Background: an optimization exercise with open tools, aiming at small area and a short achievable clock period. Do not read the settings as production practice. RTL that was checked went through simulation tests only; none was proved equivalent to the original. No functional check of the RTL was part of runs 2 to 4. Power and IR drop assume default switching activity.

===== design.v =====
module FourBitBP(
    input clk,
    input [2:0] branchID,
    input outcome,
    input reset,
    output reg miss
    );
    reg [3:0] BHT [0:7];
    reg [1:0] Counters [0:127];
    reg       rst_r;             
    reg [2:0] bid_r;             
    reg [3:0] h_r;               
    reg [1:0] c_r;               
    reg       o_r;               
    reg       self_r;            
    wire [1:0] wd_r = rst_r ? 2'b00 :
                      {(c_r[1] & c_r[0]) | (o_r & (c_r[1] | c_r[0])),
                       (c_r[1] & ~c_r[0]) | (o_r & (c_r[1] | ~c_r[0]))};
    wire [7:0]  we_b;
    wire [15:0] we_h;
    wire [1:0]  cb [0:7];
    genvar b, j;
    generate
        for (b = 0; b < 8; b = b + 1) begin : g_rd
            assign we_b[b] = rst_r | (bid_r == b);
            assign cb[b] = (rst_r | (self_r & (bid_r == b))) ? wd_r :
                           Counters[{b[2:0], BHT[b]}];
        end
        for (j = 0; j < 16; j = j + 1) begin : g_weh
            assign we_h[j] = rst_r | (h_r == j);
        end
    endgenerate
    wire [1:0] c = cb[branchID];
    wire [3:0] h = BHT[branchID];
    always @(posedge clk) begin
        miss   <= ~reset & (c[1] ^ outcome);
        rst_r  <= reset;
        bid_r  <= branchID;
        h_r    <= h;
        c_r    <= c;
        o_r    <= outcome;
        self_r <= (h == {4{outcome}});
    end
    generate
        for (b = 0; b < 8; b = b + 1) begin : g_bht
            always @(posedge clk) begin
                if (reset)
                    BHT[b] <= 4'b0000;
                else if (branchID == b)
                    BHT[b] <= {BHT[b][2:0], outcome};
            end
            for (j = 0; j < 16; j = j + 1) begin : g_cnt
                always @(posedge clk) begin
                    if (we_b[b] & we_h[j])
                        Counters[b*16+j] <= wd_r;
                end
            end
        end
    endgenerate
endmodule

===== run.sh =====
#!/bin/bash
# synth_recipe.tcl (not shown) runs the flow's synth.tcl, then flattens the netlist and writes it again
# the make line also repeats each setting of config.mk as NAME=value (left out here)
make -C /OpenROAD-flow-scripts/flow DESIGN_CONFIG=/design/flow/config.mk WORK_HOME=/design/flow/orfs CLKGATE_MAP_FILE= SYNTH_SCRIPT=/design/flow/synth_recipe.tcl finish

===== config.mk =====
export PLATFORM = sky130hd
export DESIGN_NAME = FourBitBP
export DESIGN_NICKNAME = FourBitBP
export VERILOG_FILES = /design/flow/design.v
export SDC_FILE = /design/flow/constraint.sdc
export NUM_CORES = 4
export LEC_CHECK = 0
export ABC_AREA = 1
export CAP_MARGIN = 20
export CORE_MARGIN = 2
export CORE_UTILIZATION = 40
export CTS_BUF_LIST = sky130_fd_sc_hd__clkbuf_8 sky130_fd_sc_hd__clkbuf_16
export CTS_CLUSTER_DIAMETER = 70
export CTS_CLUSTER_SIZE = 15
export SETUP_SLACK_MARGIN = 3.7
export SLEW_MARGIN = 20

===== constraint.sdc =====
create_clock -name core_clock -period 6.0 [get_ports {clk}]
set_input_delay 1.2000 -clock core_clock [delete_from_list [all_inputs] [get_ports {clk}]]
set_output_delay 1.2000 -clock core_clock [all_outputs]
set_load 0.01 [all_outputs]

==> impl_metrics.json, run 1 <==
{
  "status": "finished clean",
  "wirelength_um": 34200,
  "maxSlewHeadroom_pct": 20.6,
  "synthMuxAreaShare_pct": 0,
  "finClkSkew_ns": 0.0249,
  "peakVddDrop_mv": 0.202,
  "synth_area_leaders": "edfxtp_1 (59%), nand3_1 (8.7%), nor2_1 (7.9%)",
  "synthSimpleGateAreaFrac_pct": 25.6,
  "synth_top_flop_cell": "edfxtp_1",
  "cts.clk_slew.worst_paths_ns": 0.07,
  "synth_top_family_by_area": "simple AND/OR/NAND/NOR gates",
  "yosysSeqAreaShare_pct": 66.2,
  "start_util_pct": 40.9,
  "synth_edf_count": 256,
  "rsz0062_at_grt": "yes",
  "synth_warnings": 3,
  "via_per_inst": 5.43,
  "worstPathCellList": "buf_2 > inv_2 > nand3_4 > nor2_1 > nor4_2 > nand4_1 > a21oi_2 > inv_1 > a21oi_1 > a21oi_1",
  "power.density_nw_per_um2": 303,
  "hold_viol_final": 0,
  "syn_nets": 1294,
  "detail_route.wl_per_cell_um": 19.7,
  "clk_latency_ns": 0.53,
  "layout-drive-gt1-share_pct": 8.78,
  "dp.final_hpwl_um": 22000,
  "regArea_um2": 8600,
  "p_leak_nw": 5.62,
  "area_delta_synth_final_pct": 11.7,
  "path_max_fanout": 7,
  "drt_first_pass_iters": 6,
  "yosysMostFrequentCell": "nor2_1",
  "fill_cells": 3027,
  "cts_tree": "done",
  "synth_cells": 1288,
  "routabilityCongestion": 0.957,
  "endpoint_kind": "register",
  "multi_input_area_um2": 4140,
  "grt_max_degree": 74,
  "synth_top_area_share_pct": 59.2,
  "cts_buffers": 24,
  "worst_pin_slew_ns": 1.19,
  "fin_crit_sh_pct": 38.0,
  "yosysTopAreaCell": "edfxtp_1",
  "antenna_found_initial": 1,
  "final-setup-viol-count": 0,
  "cp_common_cell": "a21oi_1",
  "grt_pass1_vias": 9177,
  "first_iter_violations": 786,
  "clockBufferDepth": 3,
  "final.min_clock_period_ns": 2.28,
  "num_io_pins": 7,
  "syn_avg_cell_area_um2": 10.1,
  "synth_cell_types": 34,
  "netlist_area_um2": 13000,
  "drc": 0,
  "synth_fa_ha_area_share_pct": 0,
  "synth_compound_area_share_pct": 4.53,
  "htree_num_levels": 1,
  "synth_common_cells": "nor2_1 (274), edfxtp_1 (256), nand3_1 (225), nand2_1 (206), inv_1 (97)",
  "gr-total-overflow": 0,
  "drtAntennaViolNets": 0,
  "synth_xor_xnor_area_share_pct": 0,
  "power_w": 0.00439,
  "required_ns": 6.43,
  "clkSinkCount": 301,
  "fp.dieH_um": 184,
  "async_flop_share_pct": 0,
  "synth-seq-cells": 301,
  "worstPathArrival_ns": 2.70,
  "maxCapViolCount": 0,
  "root_buffer": "clkbuf_16",
  "crit_type": "in2reg",
  "rows": 65,
  "critPathLaunchType": "input pin",
  "critical-path-slowest-cell": "nor4_2",
  "grt_usage_pct": 20.3,
  "max_clock_freq_mhz": 439,
  "final_nets": 1320,
  "core_um2": 31700,
  "setup_tns_ns": 0,
  "grt_pass1_wl_um": 52100,
  "numPortBuffers": 6,
  "slew_violations": 0,
  "die-area_um2": 33900,
  "hold_path.class": "reg2reg",
  "slowest_delay_ns": 0.32,
  "die_w_um": 184,
  "num_vias": 9424
}
-- stage by stage --
step | utilization, % | cell area, um2 | instances | setup slack (ns) | hold WS, ns
floorplan | - | 13200 | 1288 | 3.27 | 0.468
global placement | 43.3 | 13700 | 1687 | 2.51 | 0.505
detailed placement | 43.3 | 13700 | 1688 | 2.47 | 0.507
CTS | 45.6 | 14500 | 1732 | 3.53 | 0.513
global route | 45.7 | 14500 | 1735 | 3.65 | 0.544
finish | 45.7 | 14500 | 1735 | 3.72 | 0.513
-- flip-flops by register name (all words and copies together) (netlist names) --
signal and count:
miss 1, Counters 256, rst_r 1, h_r 4
BHT 32, bid_r 3, o_r 1, c_r 2
self_r 1
-- timing repair --
action	CTS	global route
setup buffers	0	2
hold buffers	0	0
pin swaps	0	1
setup endpoints to repair	40	16
gates resized for setup	17	20
endpoints found under the hold margin	0	0
-- report_power, final --
group,internal (W),total (W),switching [W]
sequential,0.00250,0.00256,0.0000582
clock,0.000753,0.00148,0.000726
combinational,0.0000693,0.000351,0.000282
-- worst max-delay path: cells and delay by family --
family / cells / cell delay [ns]
compound gates: 3 / 0.33
buf+inv: 3 / 0.46
simple gates: 4 / 0.71
-- cells by family after synthesis --
| family | after synthesis |
|---|---|
| AO/OA/AOI/OAI | 95 |
| buffers and inverters | 127 |
| flip-flops | 301 |
| AND/OR/NAND/NOR | 765 |
-- worst paths after layout --
kind,from,endpoint,slack [ns],cells after the start
max,branchID[0],self_r$_DFF_P_,3.72,10
min,BHT[0][2]$_SDFFE_PP0N_,BHT[0][2]$_SDFFE_PP0N_,0.51,2
max reg2reg,BHT[4][1]$_SDFFE_PP0P_,miss$_DFF_P_,3.84,15
min reg2reg,BHT[0][2]$_SDFFE_PP0N_,BHT[0][2]$_SDFFE_PP0N_,0.51,2
-- final cells by class --
type                    instances  share of cell area [%]
diodes                          1                  0.0173
clock buffers                  25                    4.32
clock inverters                19                   0.578
inverters                     112                    3.01
multi-input cells             860                    28.5
flip-flops and latches        301                    59.3
well taps                     402                    3.47
repair buffers                 15                   0.785
-- cell usage in the layout, fill, tap and decap left out, types with 2 or more instances in the layout --
cell and count:
nand2_1 206, nor2_4 2, o21a_1 3, clkbuf_16 25, a21oi_1 38, a21oi_4 3
nor4_2 2, o21ai_0 10, dfxtp_2 4, a31oi_4 3, nor3_4 2, nand3_1 221
nor2_2 8, nand4_1 33, nand2_2 2, o211ai_1 6, nand3_4 6, nor3_1 7
inv_2 14, inv_1 112, o31ai_2 4, nor2_1 269, edfxtp_1 256, buf_2 4
nor4_1 4, a21oi_2 20, buf_4 6, dfxtp_1 40, buf_6 3, a22oi_1 3
-- per-layer routing --
metal / global-route usage [%] / wire [um]
met5: 0 / 0
met4: 5.18 / 911
met3: 3.18 / 1940
met2: 34.0 / 16100
met1: 27.7 / 15300
==> run 2, diff against run 1 <==
--- a/design.v
+++ b/design.v
@@ -9,13 +9,14 @@
     reg [1:0] Counters [0:127];
     reg       rst_r;             
     reg [2:0] bid_r;             
-    reg [3:0] h_r;               
+    reg       h3_r;              
     reg [1:0] c_r;               
     reg       o_r;               
     reg       self_r;            
     wire [1:0] wd_r = rst_r ? 2'b00 :
                       {(c_r[1] & c_r[0]) | (o_r & (c_r[1] | c_r[0])),
                        (c_r[1] & ~c_r[0]) | (o_r & (c_r[1] | ~c_r[0]))};
+    wire [3:0]  h_r = {h3_r, BHT[bid_r][3:1]};
     wire [7:0]  we_b;
     wire [15:0] we_h;
     wire [1:0]  cb [0:7];
@@ -30,16 +31,23 @@
             assign we_h[j] = rst_r | (h_r == j);
         end
     endgenerate
+    wire [7:0] h0, h1;
+    generate
+        for (b = 0; b < 8; b = b + 1) begin : g_hx
+            assign h0[b] = (BHT[b] == 4'b0000);
+            assign h1[b] = (BHT[b] == 4'b1111);
+        end
+    endgenerate
     wire [1:0] c = cb[branchID];
     wire [3:0] h = BHT[branchID];
     always @(posedge clk) begin
         miss   <= ~reset & (c[1] ^ outcome);
         rst_r  <= reset;
         bid_r  <= branchID;
-        h_r    <= h;
+        h3_r   <= h[3];
         c_r    <= c;
         o_r    <= outcome;
-        self_r <= (h == {4{outcome}});
+        self_r <= outcome ? h1[branchID] : h0[branchID];
     end
     generate
         for (b = 0; b < 8; b = b + 1) begin : g_bht
--- a/config.mk
+++ b/config.mk
@@ -9,7 +9,7 @@
 export CAP_MARGIN = 20
 export CORE_MARGIN = 2
 export CORE_UTILIZATION = 40
-export CTS_BUF_LIST = sky130_fd_sc_hd__clkbuf_8 sky130_fd_sc_hd__clkbuf_16
+export CTS_BUF_LIST = sky130_fd_sc_hd__clkbuf_8
 export CTS_CLUSTER_DIAMETER = 70
 export CTS_CLUSTER_SIZE = 15
 export SETUP_SLACK_MARGIN = 3.7
==> impl_metrics.json, run 2 <==
{
  "worstPathArrival_ns": 1.07,
  "regArea_um2": 8550,
  "num_vias": 9729,
  "async_flop_share_pct": 0,
  "worst_pin_slew_ns": 0.750,
  "largest_reg_flops": 256,
  "peakVddDrop_mv": 0.174,
  "maxCapViolCount": 0,
  "endpoint_kind": "output port",
  "crit_buf_inv": 1,
  "final-setup-viol-count": 0,
  "synth_edf_count": 256,
  "first_iter_violations": 793,
  "setup_tns_ns": 0,
  "maxSlewHeadroom_pct": 49.6,
  "routed-wl-met3_um": 1950,
  "synth_top_area_share_pct": 59.0,
  "netlist_area_um2": 13000,
  "synth_warnings": 3,
  "detail_route.wl_per_cell_um": 19.8,
  "slowest_delay_ns": 0.36,
  "crit_type": "reg2out",
  "slew_violations": 0,
  "clk_latency_ns": 0.57,
  "clkSinkCount": 298,
  "hold_viol_final": 0,
  "rsz0062_at_grt": "yes",
  "fp.dieH_um": 184,
  "dr_wl_met2_um": 17000,
  "rows": 66,
  "dpl.cell_count": 1731,
  "htree_num_levels": 1,
  "cts_tree": "done",
  "yosysTopAreaCell": "edfxtp_1",
  "gr-total-overflow": 0,
  "numPortBuffers": 6,
  "worstPathCellList": "buf_2",
  "postLayoutCoreUtil_pct": 46.2,
  "stdcell_count": 1813,
  "finClkSkew_ns": 0.0184,
  "synth_area_leaders": "edfxtp_1 (59%), nand3_1 (9.3%), nor2_1 (7.7%)",
  "area_delta_synth_final_pct": 14.6,
  "regToRegSetupSlack_ns": 3.74,
  "cts_buffers": 24,
  "die-area_um2": 34000,
  "power_w": 0.00421,
  "drtAntennaViolNets": 0,
  "max_clock_freq_mhz": 440,
  "layout_common_cells": "edfxtp_1 (256), nand3_1 (234), nor2_1 (225)",
  "start_util_pct": 40.3,
  "num_io_pins": 7,
  "largest_register": "Counters",
  "drt_first_pass_iters": 6,
  "crit_family": "flip-flops",
  "clockBufferDepth": 3,
  "path_max_fanout": 1,
  "critPathLaunchType": "register",
  "required_ns": 4.80,
  "critical-path-slowest-cell": "dfxtp_2",
  "via_per_inst": 5.37,
  "final_nets": 1358,
  "synth_top_flop_cell": "edfxtp_1",
  "drt-met1-wl_um": 15700,
  "cts.clk_slew.worst_paths_ns": 0.10,
  "wirelength_um": 35900,
  "core_um2": 32300,
  "layout-drive-gt1-share_pct": 13.5,
  "grt_usage_pct": 21.3,
  "synth_common_cells": "nor2_1 (267), edfxtp_1 (256), nand3_1 (241), nand2_1 (190), inv_1 (89)",
  "drc": 0,
  "p_leak_nw": 5.74,
  "hold_path.class": "reg2reg",
  "yosysSeqAreaShare_pct": 65.5,
  "fin_crit_sh_pct": 37.8,
  "yosysMostFrequentCell": "nor2_1",
  "power.density_nw_per_um2": 282,
  "synth-seq-cells": 298,
  "top_regs": "Counters: 256 flops, BHT: 32 flops, bid_r: 3 flops",
  "syn_nets": 1303,
  "grt_pass1_vias": 9193,
  "top_layer": "met4",
  "root_buffer": "clkbuf_8",
  "synth_cells": 1297,
  "grt_max_degree": 77,
  "final.min_clock_period_ns": 2.27,
  "antenna_found_initial": 1,
  "die_w_um": 184,
  "syn_avg_cell_area_um2": 10.0,
  "grt_pass1_wl_um": 54100,
  "cts_hold_buf": 0,
  "routabilityCongestion": 0.892,
  "synth_cell_types": 34,
  "mostFrequentLayoutCell": "edfxtp_1",
  "status": "finished clean",
  "fill_cells": 3025,
  "dp.final_hpwl_um": 22900,
  "multi_input_area_um2": 4410
}
run 2: metal layers:
layer / vias up / track usage [%]
met3: 58 / 2.90
met1: 4770 / 29.3
met4: 0 / 7.52
met5: - / 0
li1: 4654 / -
met2: 247 / 34.6
run 2: final cells by class:
cell class / instances / area share [%]
multi-input combinational: 877 / 29.5
antenna: 1 / 0.0168
timing repair buffer: 50 / 3.95
clock inverter: 19 / 0.595
sequential: 298 / 57.3
clock buffer: 25 / 2.30
inverter: 101 / 2.63
tap: 442 / 3.70
run 2: cells by family (layout without fill, tap and decap cells):
kind of cell	after synthesis	after routing	synth area share, %
AO/OA/AOI/OAI	133	133	6.29
buffers and inverters	122	195	3.54
flip-flops	298	298	65.5
other	0	1	0
AND/OR/NAND/NOR	744	744	24.7
run 2: stage by stage:
stage	instance area (um2)	worst slack [ns]	hold WS, ns
floorplan	13100	3.07	0.481
global placement	13700	2.66	0.521
detailed placement	13700	2.71	0.519
CTS	14700	3.70	0.533
global route	14900	3.62	0.581
finish	14900	3.73	0.538
run 2: worst paths after layout:
check	cells after the start	startpoint	endpoint
max	1	miss$_DFF_P_	miss
min	2	BHT[6][0]$_SDFFE_PP0P_	BHT[6][0]$_SDFFE_PP0P_
max reg2reg	11	bid_r[2]$_DFF_P_	Counters[3][0]$_DFFE_PP_
min reg2reg	2	BHT[6][0]$_SDFFE_PP0P_	BHT[6][0]$_SDFFE_PP0P_
run 2: what timing repair did:
action / 4_1_cts / 5_1_grt
pin swaps: 16 / 10
setup buffers: 30 / 7
gates resized for setup: 64 / 59
setup endpoints to repair: 406 / 337
gates cloned: 0 / 0
run 2: report_power, final:
part	internal [W]	total (W)	switching [W]
clock	0.000395	0.00106	0.000668
combinational	0.000147	0.000562	0.000415
sequential	0.00251	0.00258	0.0000723
total	0.00305	0.00421	0.00115
==> run 3, diff against run 2 <==
==> design.v (replaced) <==
module FourBitBP(
    input clk,
    input [2:0] branchID,
    input outcome,
    input reset,
    output reg miss
    );
    reg [3:0] BHT [0:7];
    reg [1:0] Counters [0:127];
    reg       rst_r;             
    reg [2:0] bid_r;             
    reg [3:0] h_r;               
    reg [1:0] c_r;               
    reg       o_r;               
    reg [7:0] byp_r;             
    wire [1:0] wd_r = rst_r ? 2'b00 :
                      {(c_r[1] & c_r[0]) | (o_r & (c_r[1] | c_r[0])),
                       (c_r[1] & ~c_r[0]) | (o_r & (c_r[1] | ~c_r[0]))};
    wire [7:0]  we_b;
    wire [15:0] we_h;
    wire [1:0]  cb [0:7];
    genvar b, j;
    generate
        for (b = 0; b < 8; b = b + 1) begin : g_rd
            assign we_b[b] = rst_r | (bid_r == b);
            wire [1:0] rd;
            FourBitBP_rd16 u_rd (
                .d({Counters[b*16+15], Counters[b*16+14], Counters[b*16+13], Counters[b*16+12],
                    Counters[b*16+11], Counters[b*16+10], Counters[b*16+9],  Counters[b*16+8],
                    Counters[b*16+7],  Counters[b*16+6],  Counters[b*16+5],  Counters[b*16+4],
                    Counters[b*16+3],  Counters[b*16+2],  Counters[b*16+1],  Counters[b*16+0]}),
                .s(BHT[b]), .y(rd));
            assign cb[b] = byp_r[b] ? wd_r : rd;
        end
        for (j = 0; j < 16; j = j + 1) begin : g_weh
            assign we_h[j] = rst_r | (h_r == j);
        end
    endgenerate
    wire [1:0] c = cb[branchID];
    always @(posedge clk) begin
        miss   <= ~reset & (c[1] ^ outcome);
        rst_r  <= reset;
        bid_r  <= branchID;
        h_r    <= BHT[branchID];
        c_r    <= c;
        o_r    <= outcome;
    end
    generate
        for (b = 0; b < 8; b = b + 1) begin : g_bht
            always @(posedge clk) begin
                if (reset)
                    BHT[b] <= 4'b0000;
                else if (branchID == b)
                    BHT[b] <= {BHT[b][2:0], outcome};
            end
            always @(posedge clk) begin
                byp_r[b] <= reset | ((branchID == b) & (BHT[b] == {4{outcome}}));
            end
            for (j = 0; j < 16; j = j + 1) begin : g_cnt
                always @(posedge clk) begin
                    if (we_b[b] & we_h[j])
                        Counters[b*16+j] <= wd_r;
                end
            end
        end
    endgenerate
endmodule
module FourBitBP_rd16(
    input  [31:0] d,
    input  [3:0]  s,
    output [1:0]  y
    );
    assign y = d[s*2 +: 2];
endmodule
==> config.mk (replaced) <==
export PLATFORM = sky130hd
export DESIGN_NAME = FourBitBP
export DESIGN_NICKNAME = FourBitBP
export VERILOG_FILES = /design/flow/design.v
export SDC_FILE = /design/flow/constraint.sdc
export NUM_CORES = 4
export LEC_CHECK = 0
export CAP_MARGIN = 20
export CORE_MARGIN = 2
export CORE_UTILIZATION = 40
export CTS_BUF_LIST = sky130_fd_sc_hd__clkbuf_8
export CTS_CLUSTER_DIAMETER = 60
export CTS_CLUSTER_SIZE = 12
export SETUP_SLACK_MARGIN = 3.7
export SLEW_MARGIN = 20
export SYNTH_HIERARCHICAL = 1
==> impl_metrics.json, run 3 <==
{
  "status": "finished clean",
  "yosysMostFrequentCell": "edfxtp_1",
  "root_buffer": "clkbuf_8",
  "syn_avg_cell_area_um2": 14.8,
  "final_nets": 920,
  "seq_power_share_pct": 61.8,
  "dpl.cell_count": 1301,
  "required_ns": 6.48,
  "wirelength_um": 30800,
  "layout_common_cells": "edfxtp_1 (256), nor2_1 (168), nand2_1 (46)",
  "p_leak_nw": 5.06,
  "syn_nets": 892,
  "grt_usage_pct": 18.1,
  "hold_path.class": "reg2reg",
  "crit_family": "simple AND/OR/NAND/NOR gates",
  "final-setup-viol-count": 0,
  "grt_pass1_vias": 7554,
  "combPwrFrac_pct": 10.0,
  "gr-total-overflow": 0,
  "synth_warnings": 11,
  "maxSlewHeadroom_pct": 26.1,
  "fin_crit_sh_pct": 44.7,
  "synth_edf_count": 256,
  "routabilityCongestion": 0.897,
  "die_w_um": 185,
  "synth_top_area_share_pct": 58.6,
  "crit_buf_inv": 2,
  "critPathLaunchType": "input pin",
  "fill_cells": 2942,
  "via_per_inst": 5.54,
  "clockBufferDepth": 3,
  "slew_violations": 0,
  "grt_pass1_wl_um": 45600,
  "cts_buffers": 29,
  "layout-drive-gt1-share_pct": 18.3,
  "drt_first_pass_iters": 7,
  "slowest_delay_ns": 0.54,
  "cts.clk_slew.worst_paths_ns": 0.08,
  "hold_viol_final": 0,
  "n_antenna_cell": 0,
  "whs_ns": 0.594,
  "die-area_um2": 34200,
  "crit_type": "in2reg",
  "grt_max_degree": 73,
  "maxCapViolCount": 0,
  "stdcell_count": 1377,
  "finClkSkew_ns": 0.0272,
  "largest_reg_flops": 256,
  "netlist_area_um2": 13100,
  "cts_hold_buf": 0,
  "htree_num_levels": 1,
  "critical-path-slowest-cell": "or4b_4",
  "rows": 66,
  "synth_top_flop_cell": "edfxtp_1",
  "worst_pin_slew_ns": 1.11,
  "drc": 0,
  "fp.dieH_um": 185,
  "synth_cell_types": 49,
  "clkSinkCount": 308,
  "core_um2": 32400,
  "power_w": 0.00417,
  "dpl-instance-area_um2": 13700,
  "dp.final_hpwl_um": 18300,
  "drtAntennaViolNets": 0,
  "setup_tns_ns": 0,
  "async_flop_share_pct": 0,
  "antenna_found_initial": 0,
  "worstPathCellList": "dlygate4sd2_1 > buf_12 > and3b_2 > a32oi_1 > o221ai_1 > or4b_4 > mux2_4",
  "clk_latency_ns": 0.59,
  "p_sw_share_pct": 24.1,
  "synth_area_leaders": "edfxtp_1 (59%), dfxtp_1 (7.9%), mux4_1 (6.4%)",
  "switchingPower_w": 0.00100,
  "top_regs": "Counters: 256 flops, BHT: 32 flops, byp_r: 8 flops",
  "detail_route.wl_per_cell_um": 22.3,
  "cts_tree": "done",
  "fin_area_um2": 14600,
  "path_max_fanout": 12,
  "synth_cells": 886,
  "start_util_pct": 40.5,
  "mostFrequentLayoutCell": "edfxtp_1",
  "yosysTopAreaCell": "edfxtp_1",
  "synth_common_cells": "edfxtp_1 (256), nor2_1 (168), dfxtp_1 (52), nand2_1 (47), nand3_1 (45)",
  "num_io_pins": 7,
  "endpoint_kind": "register",
  "final.min_clock_period_ns": 2.68,
  "yosysSeqAreaShare_pct": 66.6,
  "power.density_nw_per_um2": 286,
  "numPortBuffers": 6,
  "peakVddDrop_mv": 0.226,
  "num_vias": 7634,
  "first_iter_violations": 690,
  "p_clk_share_pct": 28.2,
  "rsz0062_at_grt": "yes",
  "largest_register": "Counters",
  "area_delta_synth_final_pct": 11.2,
  "max_clock_freq_mhz": 373,
  "p_int_w": 0.00316,
  "worstPathArrival_ns": 3.16,
  "synth-seq-cells": 308
}
[run 3: changes by cell type in the layout (fill, tap and decap cells not counted), moves of 31 or more]
| cell | previous run | this run |
|---|---|---|
| a21oi_1 | 50 | 19 |
| inv_1 | 101 | 30 |
| mux4_1 | 0 | 31 |
| mux4_2 | 0 | 38 |
| nand2_1 | 184 | 46 |
| nand3_1 | 234 | 41 |
| nor2_1 | 225 | 168 |
| nor2_2 | 36 | 0 |
| nor2b_1 | 0 | 32 |
[run 3: cell type report]
type                            count  area (um2)  share of cell area [%]
Sequential cell                   308        8770                    60.2
Multi-Input combinational cell    526        4340                    29.8
Tap cell                          442         553                    3.79
Clock buffer                       29         399                    2.74
Timing Repair Buffer               39         355                    2.44
Clock inverter                     23         116                   0.798
Inverter                           10        41.3                   0.283
[run 3: layer usage]
| layer | share of wire [%] | global-route usage (%) | wire length, um |
|---|---|---|---|
| met4 | 1.7 | 4.19 | 514 |
| met3 | 5.4 | 1.97 | 1650 |
| met1 | 41 | 23.9 | 12700 |
| met5 | 0 | 0 | 0 |
| met2 | 52 | 32.3 | 15900 |
[run 3: what timing repair did]
item	4_1_cts	5_1_grt
pin swaps	7	4
endpoints found under the setup margin	245	76
gates cloned	3	0
buffers inserted	14	7
endpoints found under the hold margin	0	0
gates resized for setup	61	9
[run 3: per-module statistics from Yosys (local to each module, per instance)]
| module | flip-flops and latches | times used | cell area [um2] | cells inside |
|---|---|---|---|---|
| FourBitBP | 308 | 1 | 11000 | 718 |
| FourBitBP_rd16 | 0 | 8 | 269 | 21 |
[run 3: worst reg2reg max path, delay by kind of cell, from the launching register on]
family | cells | cell delay, ns
flip-flops | 1 | 0.44
AO/OA/AOI/OAI | 3 | 0.50
AND/OR/NAND/NOR | 3 | 0.78
multiplexers | 2 | 0.83
[run 3: logic make-up (layout without fill, tap and decap cells)]
kind of cell / count (synthesis) / in the layout / synth area share [%]
muxes: 95 / 95 / 14.8
adders and majority gates: 1 / 1 / 0.0859
AOI/OAI and AO/OA: 106 / 108 / 5.34
buffers and inverters: 54 / 101 / 2.11
DFF: 308 / 308 / 66.6
and+or+nand+nor: 322 / 322 / 11.1
[run 3: per-stage QoR]
stage               util, %  setup WS [ns]
floorplan                 -           3.21
global placement       42.3           2.13
detailed placement     42.3           2.07
CTS                    44.8           3.34
global route           45.0           3.29
finish                 45.0           3.32
[run 3: worst paths after layout]
path / startpoint / endpoint / slack (ns) / depth (start not counted)
worst max-delay path: branchID[1] / miss$_DFF_P_ / 3.32 / 7
worst min-delay path: BHT[5][2]$_SDFFE_PP0P_ / BHT[5][3]$_SDFFE_PP0P_ / 0.59 / 2
worst max register to register: BHT[0][0]$_SDFFE_PP0P_ / miss$_DFF_P_ / 3.33 / 8
worst min register to register: BHT[5][2]$_SDFFE_PP0P_ / BHT[5][3]$_SDFFE_PP0P_ / 0.59 / 2
[run 3: power by group through the flow]
| stage | Combinational (W) | Sequential (W) | Clock (W) |
|---|---|---|---|
| floorplan | 0.000272 | 0.00259 | 0 |
| global placement | 0.000382 | 0.00263 | 0 |
| detailed placement | 0.000384 | 0.00263 | 0 |
| CTS | 0.000412 | 0.00258 | 0.00120 |
| global route | 0.000449 | 0.00259 | 0.00128 |
| finish | 0.000417 | 0.00257 | 0.00118 |
==> run 4, diff against run 3 <==
--- a/config.mk
+++ b/config.mk
@@ -5,6 +5,7 @@
 export SDC_FILE = /design/flow/constraint.sdc
 export NUM_CORES = 4
 export LEC_CHECK = 0
+export ABC_AREA = 1
 export CAP_MARGIN = 20
 export CORE_MARGIN = 2
 export CORE_UTILIZATION = 40
==> impl_metrics.json, run 4 <==
{
  "fill_cells": 3437,
  "routed-wl-met3_um": 2320,
  "largest_register": "Counters",
  "max_clock_freq_mhz": 439,
  "rows": 68,
  "dr_wl_met2_um": 16200,
  "cts_hold_buf": 0,
  "critical-path-slowest-cell": "dfxtp_2",
  "gr-total-overflow": 0,
  "num_vias": 10265,
  "status": "finished clean",
  "power_w": 0.00436,
  "numPortBuffers": 6,
  "largest_reg_flops": 256,
  "core_um2": 34700,
  "synth_warnings": 11,
  "endpoint_kind": "output port",
  "wirelength_um": 35000,
  "whs_ns": 0.573,
  "final-setup-viol-count": 0,
  "worst_pin_slew_ns": 1.16,
  "crit-reg2reg-launch": "bid_r[2]$_DFF_P_",
  "drtAntennaViolNets": 0,
  "synth_cells": 1544,
  "synth_edf_count": 256,
  "critPathLaunchType": "register",
  "n_antenna_cell": 0,
  "yosysTopAreaCell": "edfxtp_1",
  "finClkSkew_ns": 0.0197,
  "final.min_clock_period_ns": 2.28,
  "layout_common_cells": "nand2_1 (409), inv_1 (274), edfxtp_1 (256)",
  "drt-met1-wl_um": 15300,
  "clk_latency_ns": 0.61,
  "p_leak_nw": 6.37,
  "num_io_pins": 7,
  "postLayoutCoreUtil_pct": 43.8,
  "slowest_delay_ns": 0.37,
  "synth_common_cells": "nand2_1 (410), edfxtp_1 (256), inv_1 (255), nand3_1 (198), nor2_1 (177)",
  "drt_first_pass_iters": 6,
  "die_w_um": 192,
  "grt_pass1_vias": 9902,
  "regToRegSetupSlack_ns": 3.83,
  "peakVddDrop_mv": 0.154,
  "clockBufferDepth": 3,
  "top_regs": "Counters: 256 flops, BHT: 32 flops, byp_r: 8 flops",
  "start_util_pct": 40.9,
  "area_delta_synth_final_pct": 7.11,
  "synth_top_area_share_pct": 54.2,
  "clkSinkCount": 308,
  "hp-start": "BHT[0][3]$_SDFFE_PP0P_",
  "synth_area_leaders": "edfxtp_1 (54%), nand2_1 (11%), dfxtp_1 (7.3%)",
  "cts_buffers": 30,
  "hold_viol_final": 0,
  "setup_tns_ns": 0,
  "top_layer": "met4",
  "async_flop_share_pct": 0,
  "fin_crit_sh_pct": 38.0,
  "min_path_cells": 2,
  "multi_input_area_um2": 4080,
  "via_per_inst": 5.08,
  "syn_nets": 1550,
  "final_nets": 1547,
  "crit_family": "flip-flops",
  "regArea_um2": 8750,
  "yosysMostFrequentCell": "nand2_1",
  "maxSlewHeadroom_pct": 23.0,
  "routabilityCongestion": 0.909,
  "dp.final_hpwl_um": 21600,
  "crit_type": "reg2out",
  "yosysSeqAreaShare_pct": 61.5,
  "slew_violations": 0,
  "whs_endpoint": "BHT[0][3]$_SDFFE_PP0P_",
  "cp.depth": 1,
  "cts_tree": "done",
  "die-area_um2": 37000,
  "cts.clk_slew.worst_paths_ns": 0.08,
  "grt_max_degree": 69,
  "first_iter_violations": 961,
  "path_max_fanout": 1,
  "fp.dieH_um": 192,
  "hold_path.class": "reg2reg",
  "synth-seq-cells": 308,
  "grt_usage_pct": 19.2,
  "antenna_found_initial": 1,
  "rsz0062_at_grt": "yes",
  "required_ns": 4.80,
  "drc": 0,
  "detail_route.wl_per_cell_um": 17.3,
  "worstPathArrival_ns": 1.08,
  "syn_avg_cell_area_um2": 9.19,
  "regToRegEndpoint": "Counters[110][0]$_DFFE_PP_",
  "grt_pass1_wl_um": 54200,
  "htree_num_levels": 1,
  "crit_buf_inv": 1,
  "mostFrequentLayoutCell": "nand2_1",
  "r2r_cells": 4,
  "netlist_area_um2": 14200,
  "layout-drive-gt1-share_pct": 7.54,
  "power.density_nw_per_um2": 287,
  "root_buffer": "clkbuf_8",
  "synth_top_flop_cell": "edfxtp_1",
  "maxCapViolCount": 0,
  "synth_cell_types": 37,
  "worstPathCellList": "buf_6"
}
## run 4: cell types whose count changed after synthesis, sizes merged, moves of 30 or more
cell,before,now
nand2,47,413
inv,10,280
nand3,45,203
mux4,69,0
nor2b,33,0
buf,15,45
## run 4: metal layers
layer  vias up  global-route usage [%]
li1       4982                       -
met1      4912                    25.6
met2       300                    32.0
met3        71                    2.87
met4         0                    6.81
met5         -                       0
## run 4: through the flow
stage	std cells	setup slack [ns]	instance area (um2)
after floorplan	1544	3.87	14200
after global placement	1960	2.53	14500
after detailed placement	1960	2.32	14600
after CTS	2019	3.68	15200
after global routing	2020	3.65	15200
final	2020	3.72	15200
## run 4: how the worst max path moves through the flow
| stage | endpoint | slack [ns] | start |
|---|---|---|---|
| final | miss | 3.72 | miss$_DFF_P_ |
| after global routing | miss$_DFF_P_ | 3.65 | branchID[1] |
| after CTS | miss | 3.68 | miss$_DFF_P_ |
| after detailed placement | Counters[88][0]$_DFFE_PP_ | 2.32 | rst_r$_DFF_P_ |
| after global placement | Counters[92][0]$_DFFE_PP_ | 2.53 | rst_r$_DFF_P_ |
| after floorplan | miss$_DFF_P_ | 3.87 | branchID[1] |
## run 4: cell families after synthesis
logic type             after synthesis  share of synthesized area (%)
AO/OA/AOI/OAI                       84                           3.73
buffers and inverters              332                           10.4
flip-flops                         308                           61.5
AND/OR/NAND/NOR                    820                           24.4
## run 4: final cells by class
class	instances	area share (%)
clock buffers	32	2.90
clock inverters	24	0.947
inverters	281	7.15
multi-input cells	904	26.8
flip-flops and latches	308	57.5
well taps	455	3.75
repair buffers	13	0.724
repair inverters	3	0.148
## run 4: power breakdown
part / switching (W) / internal [W] / leakage [nW]
Clock: 0.000713 / 0.000578 / 0.374
Combinational: 0.000347 / 0.000121 / 3.07
Sequential: 0.0000667 / 0.00253 / 2.93
Total: 0.00113 / 0.00323 / 6.37
## run 4: timing repair
item | CTS | global route
resized for setup | 16 | 11
setup endpoints to repair | 370 | 38
cloned | 2 | 1
buffers inserted | 1 | 0
## run 4: modules after synthesis, one instance, submodules excluded
module          cell area (um2)  cells
FourBitBP                 10800    760
FourBitBP_rd16              420     98

## port drivers added, routing unchanged
In the flow no input, the clock included, has a driving cell. The finished layouts below were timed again as built, in two steps.
Step 1 assumes that a clkbuf_16 drives the clock port and a buf_2 every other input.
Step 2, shift: input delay + t, output delay - t, t = (earliest + latest rising clock arrival at the registers) / 2. This alone moves slack from input paths to output paths.
Slacks: no drivers / after step 1 / after step 2; pairs: no drivers / after step 1.
run	t, ns	setup WS [ns]	clock arrival spread, ns
run 1	0.570	3.721 / 3.694 / 3.125	0.025 / 0.025
run 2	0.610	3.729 / 3.682 / 3.236	0.019 / 0.018
run 3	0.623	3.315 / 3.332 / 2.710	0.027 / 0.027
run 4	0.646	3.721 / 3.671 / 3.127	0.019 / 0.020
After both steps every run listed still meets setup and hold. For run 3, which loses most, drivers alone change the setup slack by +0.017 ns; drivers and shift together by -0.605 ns.
